From an optimization exercise on the open Yosys and OpenROAD flow, aimed at small area; shortcuts taken in it are not production practice.
Function was checked by simulation only, so behaviour that the tests miss may differ from the original.

## flow/design.v (module list and top-level ports; edited modules follow where they fit)
// module cordic_B: 3749 lines
module cordic_B(
  input                     clk,
  input                     rst_n,
  input  signed [31:0]      x,
  input  signed [31:0]      y,
  input                     start,
  input                     start1,
  output wire signed [31:0] angle,
  output wire signed [31:0] anglef
);
  // ...
==> flow/run.sh <==
#!/bin/bash
# synth_recipe.tcl (not shown) runs the flow's synth.tcl, then flattens the netlist and writes it again
# the make line also repeats each setting of config.mk as NAME=value (left out here)
make -C /OpenROAD-flow-scripts/flow DESIGN_CONFIG=/design/flow/config.mk WORK_HOME=/design/flow/orfs CLKGATE_MAP_FILE= SYNTH_SCRIPT=/design/flow/synth_recipe.tcl finish
==> flow/config.mk <==
export PLATFORM = sky130hd
export DESIGN_NAME = cordic_B
export DESIGN_NICKNAME = cordic_B
export VERILOG_FILES = /design/flow/design.v
export SDC_FILE = /design/flow/constraint.sdc
export NUM_CORES = 4
export LEC_CHECK = 0
export CAP_MARGIN = 20
export CORE_MARGIN = 2
export CORE_UTILIZATION = 40
export CTS_BUF_LIST = sky130_fd_sc_hd__clkbuf_8
export CTS_CLUSTER_DIAMETER = 60
export CTS_CLUSTER_SIZE = 18
export PLACE_DENSITY = 0.6
export SLEW_MARGIN = 20
==> flow/constraint.sdc <==
create_clock -name core_clock -period 6.0 [get_ports {clk}]
set_input_delay 1.2000 -clock core_clock [delete_from_list [all_inputs] [get_ports {clk}]]
set_output_delay 1.2000 -clock core_clock [all_outputs]
set_load 0.01 [all_outputs]
==> results.txt, run 1 <==
flop-to-flop setup slack=0.73 ns; count of final max-slew check failures=0; run status=complete, no violations; cell with the most instances on the worst path=fa_1; asr flop ratio synth=5.81%; Worst Hold Path EP=c10_s[8]$_DFF_P_; Worst Path Arrival=5.93 ns; XOR/XNOR share of the synthesized area=15.9%; clock sink count=929; post-synthesis share of cell area spent on full adders, half adders and majority gates=22.0%; finished layout cell area=59300 sq um; synthesized-area fraction occupied by and/or/nand/nor cells=9.76%; crit path to=c15_r0[2]$_DFF_P_; Post-DP Area=57300 sq um; top cells by instance count after synthesis=875 x dfxtp_1, 698 x ha_1, 628 x inv_1; share of synthesized area occupied by flip-flops and latches=35.0%; cell type with the largest total area after synthesis=dfxtp_1; endpoint kind of the worst setup timing path=register; Seq cells=929; cells on worst reg2reg path=14; Final GP Congestion=0.848; remaining antenna violation count after routing=0; most repeated cell in the gate-level netlist after synthesis=dfxtp_1; area taken by flip-flops and latches=18900 sq um; RSZ-0062 raised after global routing=false; io pins=132; Clock buffer cells=93; Seq/total area=31.8%; met3 Resource Use GR=2.38%; met1 demand-to-capacity share in global routing=21.5%; Fin Setup TNS=0 ns
==> run 2: changes to the inputs <==
==> flow/flow/run.sh (new file) <==
#!/bin/bash
# Own layout flow: the standard ORFS flow (standard.sh), with two changes:
#  - ABC maps the logic with an area-oriented script (flow/abc.script) in
#    place of ORFS's abc_speed.script; Yosys's synthesis script and every
#    register it makes are unchanged;
#  - port buffers use the platform's smallest buffer.
set -euo pipefail
here=$(pwd)
rm -rf "$here/scripts"
cp -r "$FLOW_HOME/scripts" "$here/scripts"
cp "$here/flow/abc.script" "$here/scripts/abc_speed.script"
export SCRIPTS_DIR="$here/scripts"
export BUFFER_PORTS_ARGS="-buffer_cell sky130_fd_sc_hd__buf_1"
bash standard.sh > "$here/standard_flow.log" 2>&1
==> flow/flow/abc.script (new file) <==
&get -n
&st
&dch -f
&nf -a -R 1000
&put
buffer -c
topo
stime -c
upsize -c
dnsize -c
==> flow/standard.sh (new file) <==
#!/bin/bash
# synth_recipe.tcl (not shown) runs the flow's synth.tcl, then flattens the netlist and writes it again
# the make line also repeats each setting of config.mk as NAME=value (left out here)
make -C /OpenROAD-flow-scripts/flow DESIGN_CONFIG=/design/flow/config.mk WORK_HOME=/design/flow/orfs CLKGATE_MAP_FILE= SYNTH_SCRIPT=/design/flow/synth_recipe.tcl "${@:-finish}"
--- a/flow/config.mk
+++ b/flow/config.mk
@@ -9,7 +9,7 @@
 export CORE_MARGIN = 2
 export CORE_UTILIZATION = 40
-export CTS_BUF_LIST = sky130_fd_sc_hd__clkbuf_8
-export CTS_CLUSTER_DIAMETER = 60
-export CTS_CLUSTER_SIZE = 18
+export CTS_BUF_LIST = sky130_fd_sc_hd__clkbuf_16
+export CTS_CLUSTER_DIAMETER = 80
+export CTS_CLUSTER_SIZE = 24
 export PLACE_DENSITY = 0.6
 export SLEW_MARGIN = 20
removed: flow/run.sh
==> results.txt, run 2 <==
GRT Max-Usage Layer=met2 (unchanged); GR Overflow Total=0 (unchanged); most common cell after layout, fill and taps aside=dfxtp_1 (unchanged); number of distinct library cells after synthesis=76 (was 94); Worst Skew=0.0425 ns (was 0.0449 ns); remaining antenna violation count after routing=0 (unchanged); upper clock frequency limit=0.187 GHz (was 0.190 GHz); nets=6267 (was 6604); die boundary width=365 um (was 371 um); reg2reg start=c14_s[6]$_DFF_P_ (was c14_s[9]$_DFF_P_); io pins=132 (unchanged); number of synthesized register bits=929 (unchanged); synth top area cells=dfxtp_1 34%, ha_1 17%, xor2_1 9.9% (was dfxtp_1 32%, ha_1 16%, xor2_1 9.0%); number of core rows=132 (was 134); antenna cells=0 (was 4); overall routing resource usage=16.0% (was 16.6%); met1 demand-to-capacity share in global routing=20.6% (was 21.5%); remaining max-slew budget at the tightest pin=29.5% (was 40.4%); count of TritonRoute iterations in the first routing pass=7 (was 5); TritonCTS clock tree=done (unchanged); number of buffers inserted for hold repair after clock tree synthesis=0 (unchanged); endpoint kind of the worst setup timing path=register (unchanged); largest fanout on the critical path=6 (was 5); Worst Hold Path EP=c17_f[2]$_DFF_P_ (was c10_s[8]$_DFF_P_); cell count after synthesis=5237 (was 5508); Worst Hold Launch=c16_f[2]$_DFF_P_ (was c9_s[8]$_DFF_P_); RSZ-0062 raised after global routing=false (unchanged); Post-Place Setup Slack=0.255 ns (was -0.00690 ns); Worst Path Required=6.54 ns (was 6.66 ns); end of the worst register-to-register path=c15_r0[2]$_DFF_P_ (unchanged); final setup margin=0.640 ns (was 0.727 ns); Final GP Congestion=0.884 (was 0.848); most repeated cell in the gate-level netlist after synthesis=dfxtp_1 (unchanged); largest net degree at the start of global routing=82 (was 72); Final Hold Violating Endpoints=0 (unchanged); Crit Path Class=reg -> reg (unchanged); Starting DRT DRC Count=1353 (was 1619); clock transition at the registers of the reported paths=0.09 ns (was 0.11 ns); met3 Resource Use GR=1.46% (was 2.38%); cell type with the largest total area after synthesis=dfxtp_1 (unchanged); number of antenna violations at the first check in global routing=0 (was 3); Post-DP Area=54600 sq um (was 57300 sq um); Fin Setup TNS=0 ns (unchanged); commonest non-fill, non-tap cells in the layout=867 x dfxtp_1, 698 x ha_1, 623 x inv_1 (was 869 x dfxtp_1, 698 x ha_1, 633 x inv_1); top cells by instance count after synthesis=875 x dfxtp_1, 698 x ha_1, 619 x inv_1 (was 875 x dfxtp_1, 698 x ha_1, 628 x inv_1); area of the die=133000 sq um (was 138000 sq um); number of cells on the worst hold path=0 (unchanged); Final setup violation count=0 (unchanged); met2 track demand over resource in global routing=28.4% (was 29.0%); count of final max-slew check failures=0 (unchanged); total half-perimeter wirelength after legalization and detailed placement=88.1 mm (was 93.5 mm); area growth from synthesis to layout=7.66% (was 10.0%); wire per inst=14.9 um (was 15.0 um); Worst Path Arrival=5.90 ns (was 5.93 ns); portion of the clock cycle consumed by the worst path in the final layout=89.3% (was 87.9%); cell chosen for the clock root=clkbuf_16 (was clkbuf_8); Min-Delay Path Class=reg -> reg (unchanged); flop-to-flop setup slack=0.64 ns (was 0.73 ns); routed wire length=106 mm (was 113 mm); buffer depth of the longest clock path=3 (unchanged); via count normalized by instance count=4.77 (was 4.76); kind of start point of the critical path=register (unchanged); top_reg_cell synth=dfxtp_1 (unchanged); wire length of the first global-routing pass=173 mm (was 185 mm); Net Count, Synth=6158 (was 6429); die span in y=365 um (was 371 um); Post-CTS Setup Bufs=0 (unchanged); run status=complete, no violations (unchanged); port bufs=130 (unchanged); Yosys top cell area share=33.6% (was 32.5%); routed via count=33.9k (was 35.8k); start point of the critical path=c14_s[6]$_DFF_P_ (was c14_s[9]$_DFF_P_); yosys warns=1 (unchanged); clock sink count=929 (unchanged); cells on worst reg2reg path=14 (unchanged); per-instance average area after synthesis=9.96 sq um (was 9.79 sq um); count of cells resized by post-cts repair=0 (unchanged); summed instance area of the synthesized netlist=52100 sq um (was 53900 sq um); vias in the first global route=33.7k (was 36.3k); initial cell density of the core=40.3% (about the same); count of unresolved DRC violations after routing=0 (unchanged); TritonCTS buffer count=50 (was 87); asr flop ratio synth=5.81% (unchanged); latest clock arrival within the worst-skew pair=0.68 ns (was 0.80 ns); Std-Cell Core Area=129000 sq um (was 134000 sq um); share of synthesized area occupied by flip-flops and latches=36.2% (was 35.0%); number of enable flip-flop cells after synthesis=0 (unchanged); ratio of cells with drive above 1 in the final layout=3.22% (was 5.29%); final critical path time including I/O delays and setup=5.36 ns (was 5.27 ns); H-tree depth reported by CTS=2 (was 3); max capacitance violation total=0 (unchanged); worst-margin pin slew=1.03 ns (was 0.893 ns); finished layout cell area=56100 sq um (was 59300 sq um)
-- run 2: cell type report --
type,count,area (sq um)
fillers,12600,73300
multi-input cells,3568,30300
well taps,1742,2180
clock inverters,29,285
inverters,620,2330
repair buffers,177,843
clock buffers,52,1300
flip-flops and latches,929,18900
-- run 2: cell families (layout without fill, tap and decap cells) --
kind of cell    Yosys count  after routing  share of synthesized area [%]
fa+ha+maj               853            853                           22.7
flops                   929            929                           36.2
simple gates            775            775                           7.16
buf+inv                 740            878                           5.69
xor+xnor               1054           1054                           17.7
mux                       3              3                         0.0744
compound gates          883            883                           10.5
-- run 2: worst max-delay path: stages, from the launching register on --
cell     delay (ns)
dfxtp_1        0.61
fa_1           0.50
fa_1           0.51
fa_1           0.54
inv_1          0.05
fa_1           0.38
inv_1          0.07
fa_1           0.15
inv_1          0.05
fa_1           0.38
fa_1           0.40
fa_1           0.39
fa_1           0.38
fa_1           0.38
fa_1           0.43
-- run 2: stage by stage --
| step | hold WS, ns | cells | util [%] |
|---|---|---|---|
| 5_1_grt | 0.318 | 7117 | 43.4 |
| 2_1_floorplan | 0.310 | 5237 | - |
| 4_1_cts | 0.317 | 7117 | 43.4 |
| 3_5_place_dp | 0.312 | 7036 | 42.1 |
| 3_3_place_gp | 0.310 | 7036 | 42.1 |
| 6_report | 0.316 | 7117 | 43.4 |
-- run 2: how the worst max path moves through the flow --
stage,end,cells past startpoint
after floorplan,c0_v[15]$_DFFE_PN0P_,23
after detailed placement,c0_v[12]$_DFFE_PN0P_,28
after CTS,c15_r0[2]$_DFF_P_,14
final,c15_r0[2]$_DFF_P_,14
after global placement,c0_v[12]$_DFFE_PN0P_,28
after global routing,c15_r0[2]$_DFF_P_,14
-- run 2: per-layer routing --
| layer | share of wire (%) | routed length, um |
|---|---|---|
| met1 | 47 | 49500 |
| met2 | 49 | 51800 |
| met3 | 2.1 | 2250 |
| met4 | 2.6 | 2790 |
| met5 | 0 | 0 |
==> run 3: changes to the inputs <==
==> flow/flow/abc.script (replaced) <==
&get -n
&st
&syn2
&dch -f
&nf -R 1000
&put
buffer -c
topo
stime -c
upsize -c
dnsize -c
==> results.txt, run 3 <==
XOR/XNOR share of the synthesized area=16.7% (was 17.7%); summed instance area of the synthesized netlist=51200 sq um (was 52100 sq um); count of unresolved DRC violations after routing=0 (unchanged); synth top area cells=dfxtp_1 34%, ha_1 17%, xor2_1 9.6% (was dfxtp_1 34%, ha_1 17%, xor2_1 9.9%); overall routing resource usage=15.3% (was 16.0%); per-instance average area after synthesis=9.91 sq um (was 9.96 sq um); Placed Cells incl. Taps=6957 (was 7036); cell with the most instances on the worst path=nor2_1 (was fa_1); port bufs=130 (unchanged); Worst Hold Path EP=c14_s[10]$_DFF_P_ (was c17_f[2]$_DFF_P_); routed wire length=99.6 mm (was 106 mm); cell type with the largest total area after synthesis=dfxtp_1 (unchanged); Worst Hold Launch=c13_s[10]$_DFF_P_ (was c16_f[2]$_DFF_P_); max capacitance violation total=0 (unchanged); buffer depth of the longest clock path=3 (unchanged); Crit Path Class=in -> reg (was reg -> reg); reg2reg start=c9_v[31]$_DFF_P_ (was c14_s[6]$_DFF_P_); final core occ=43.7% (was 43.4%); Fin Setup TNS=-0.0416 ns (was 0 ns); die boundary width=362 um (was 365 um); cell count after synthesis=5166 (was 5237); via count normalized by instance count=4.66 (was 4.77); GR Overflow Total=0 (unchanged); nets=6273 (was 6267); latest clock arrival within the worst-skew pair=0.66 ns (was 0.68 ns); H-tree depth reported by CTS=2 (unchanged); count of TritonRoute iterations in the first routing pass=5 (was 7); portion of the clock cycle consumed by the worst path in the final layout=101% (was 89.3%); count of final max-slew check failures=0 (unchanged); clock sink count=929 (unchanged); RSZ-0062 raised after global routing=true (was false); TritonCTS buffer count=49 (was 50); ratio of cells with drive above 1 in the final layout=4.41% (was 3.22%); Final Hold Violating Endpoints=0 (unchanged); remaining max-slew budget at the tightest pin=42.3% (was 29.5%); finished layout cell area=55700 sq um (was 56100 sq um); largest fanout on the critical path=4 (was 6); Worst Skew=0.0291 ns (was 0.0425 ns); number of buffers inserted for hold repair after clock tree synthesis=0 (unchanged); remaining antenna violation count after routing=0 (unchanged); fraction of the mapped netlist area in compound gates=8.89% (was 10.5%); CP max stage cell=or4_4 (was dfxtp_1); Post-Route Hold Slack=0.315 ns (was 0.316 ns); share of synthesized area occupied by flip-flops and latches=36.8% (was 36.2%); fraction of synthesized area in multiplexers=0.0220% (was 0.0744%); area growth from synthesis to layout=8.78% (was 7.66%); TritonCTS clock tree=done (unchanged); kind of start point of the critical path=input port (was register); end of the worst register-to-register path=c10_v[30]$_DFF_P_ (was c15_r0[2]$_DFF_P_); die span in y=362 um (was 365 um); clock transition at the registers of the reported paths=0.09 ns (about the same); violated layout checks=setup timing; most common cell after layout, fill and taps aside=dfxtp_1 (unchanged); Std-Cell Core Area=127000 sq um (was 129000 sq um); area of the die=131000 sq um (was 133000 sq um); number of cells on the worst hold path=0 (unchanged); top_reg_cell synth=dfxtp_1 (unchanged); top cells by instance count after synthesis=875 x dfxtp_1, 698 x ha_1, 580 x inv_1 (was 875 x dfxtp_1, 698 x ha_1, 619 x inv_1); asr flop ratio synth=5.81% (unchanged); worst-margin pin slew=0.857 ns (was 1.03 ns); upper clock frequency limit=0.166 GHz (was 0.187 GHz); endpoint kind of the worst setup timing path=register (unchanged); Post-Place Setup Slack=-0.714 ns (was 0.255 ns); number of distinct library cells after synthesis=65 (was 76); Yosys top cell area share=34.2% (was 33.6%); cell chosen for the clock root=clkbuf_16 (unchanged); number of enable flip-flop cells after synthesis=0 (unchanged); wire length of the first global-routing pass=164 mm (was 173 mm); Worst Path Required=6.49 ns (was 6.54 ns); Post-DP Area=54100 sq um (was 54600 sq um); number of synthesized register bits=929 (unchanged); yosys warns=1 (unchanged); crit-path max cell delay=0.53 ns (was 0.61 ns); io pins=132 (unchanged); total half-perimeter wirelength after legalization and detailed placement=83.6 mm (was 88.1 mm); number of core rows=131 (was 132); post-synthesis share of cell area spent on full adders, half adders and majority gates=23.1% (was 22.7%); final setup margin=-0.0416 ns (was 0.640 ns); most repeated cell in the gate-level netlist after synthesis=dfxtp_1 (unchanged); antenna cells=0 (unchanged); run status=finished with violations (was complete, no violations); largest family of logic cells by synthesized area=adder cells (unchanged); commonest non-fill, non-tap cells in the layout=867 x dfxtp_1, 696 x ha_1, 587 x inv_1 (was 867 x dfxtp_1, 698 x ha_1, 623 x inv_1); start point of the critical path=x[5] (was c14_s[6]$_DFF_P_); cells on worst reg2reg path=27 (was 14); final critical path time including I/O delays and setup=6.04 ns (was 5.36 ns); Worst Path Arrival=6.53 ns (was 5.90 ns); flop-to-flop setup slack=0.51 ns (was 0.64 ns); Final setup violation count=1 (was 0); initial cell density of the core=40.2% (was 40.3%); Min-Delay Path Class=reg -> reg (unchanged); synthesized-area fraction occupied by and/or/nand/nor cells=8.92% (was 7.16%); routed via count=32.8k (was 33.9k); wire per inst=14.1 um (was 14.9 um); Final GP Congestion=0.862 (was 0.884); count of placed standard cells in the final layout, fillers left out=7039 (was 7117); largest net degree at the start of global routing=55 (was 82); Starting DRT DRC Count=1265 (was 1353); Net Count, Synth=6087 (was 6158); number of antenna violations at the first check in global routing=6 (was 0); vias in the first global route=32.9k (was 33.7k)
==> run 3: cell types whose count changed in the layout (fill, tap and decap cells not counted), sizes merged, moves of 28 or more <==
| cell | before | now |
|---|---|---|
| a21o | 114 | 147 |
| o21a | 8 | 61 |
| a211oi | 50 | 10 |
| nor2 | 200 | 307 |
| o31ai | 42 | 14 |
| inv | 635 | 603 |
| xnor2 | 464 | 413 |
| a21oi | 417 | 325 |
| buf | 175 | 245 |
| nor2b | 34 | 85 |
| nor3 | 23 | 88 |
| nand2 | 255 | 204 |
| xor2 | 590 | 562 |
| a31oi | 60 | 30 |
==> run 3: worst max path at each step <==
stage,to,slack [ns],depth (start not counted)
after floorplan,c0_v[15]$_DFFE_PN0P_,-0.64,32
after global placement,c0_v[15]$_DFFE_PN0P_,-0.77,33
after detailed placement,c0_v[15]$_DFFE_PN0P_,-0.71,33
after CTS,c0_v[15]$_DFFE_PN0P_,0.03,33
after global routing,c0_v[15]$_DFFE_PN0P_,-0.46,33
final,c0_v[15]$_DFFE_PN0P_,-0.04,33
==> run 3: worst max-delay path, delay by kind of cell <==
kind,cells,cell delay [ns]
and+or+nand+nor,20,3.09
buffers and inverters,2,0.25
AOI/OAI and AO/OA,7,1.27
xor gates and xnor gates,3,0.50
adders and majority gates,1,0.20
==> run 3: cell families after synthesis <==
group                      after synthesis
DFF                                    929
xor gates and xnor gates               975
AOI/OAI and AO/OA                      745
adders and majority gates              853
buffers and inverters                  702
muxes                                    1
and+or+nand+nor                        961
==> run 3: layout make-up <==
class,count,area [sq um]
timing repair buffer,247,1390
clock buffer,50,1250
multi-input combinational,3535,29600
fill,12200,71600
clock inverter,26,250
tap,1662,2080
inverter,590,2210
sequential,929,18900
==> run 3: repair_timing <==
action                                  4_1_cts  5_1_grt
gates resized for setup                       0       20
pin swaps                                     1       13
setup buffers                                 0        7
endpoints found under the setup margin        1        9
==> run 3: layer usage <==
metal	part of all wire (%)	track usage (%)	wire length [um]	vias up
li1	-	-	-	17200
met1	45	19.0	44700	15200
met2	50	27.9	49700	264
met3	2.1	1.50	2110	130
met4	3.1	4.77	3110	0
met5	0	0	0	-

## afterwards: timing with drivers on the ports
No port has a modelled driver above. Below, the same layouts with a new extraction and two added sets of constraints.
Step 1 (the two cells are an assumption about what drives the block):
set clk [get_ports {clk}]
set_driving_cell -lib_cell sky130_fd_sc_hd__clkbuf_16 $clk
set_driving_cell -lib_cell sky130_fd_sc_hd__buf_2 [delete_from_list [all_inputs] $clk]
Step 2 times the ports against the registers' clock, not the clock port: input delays grow and output delays shrink by t, the midpoint of the rising clock arrivals with the driver on.
a / b / c = ideal ports / drivers / drivers and shift; a / b = the first two.
run | shift t [ns] | setup WS [ns] | worst setup path after step 2
run 1 | 0.830 | 0.727 / 0.727 / -0.028 | input to register
run 2 | 0.733 | 0.640 / 0.640 / 0.246 | input to register
run 3 | 0.707 | -0.042 / -0.012 / -0.719 | input to register
Met with ideal ports but missed after step 2: setup timing in run 1. For run 1, which loses most, drivers alone change the setup slack by 0.000 ns; drivers and shift together by -0.755 ns.
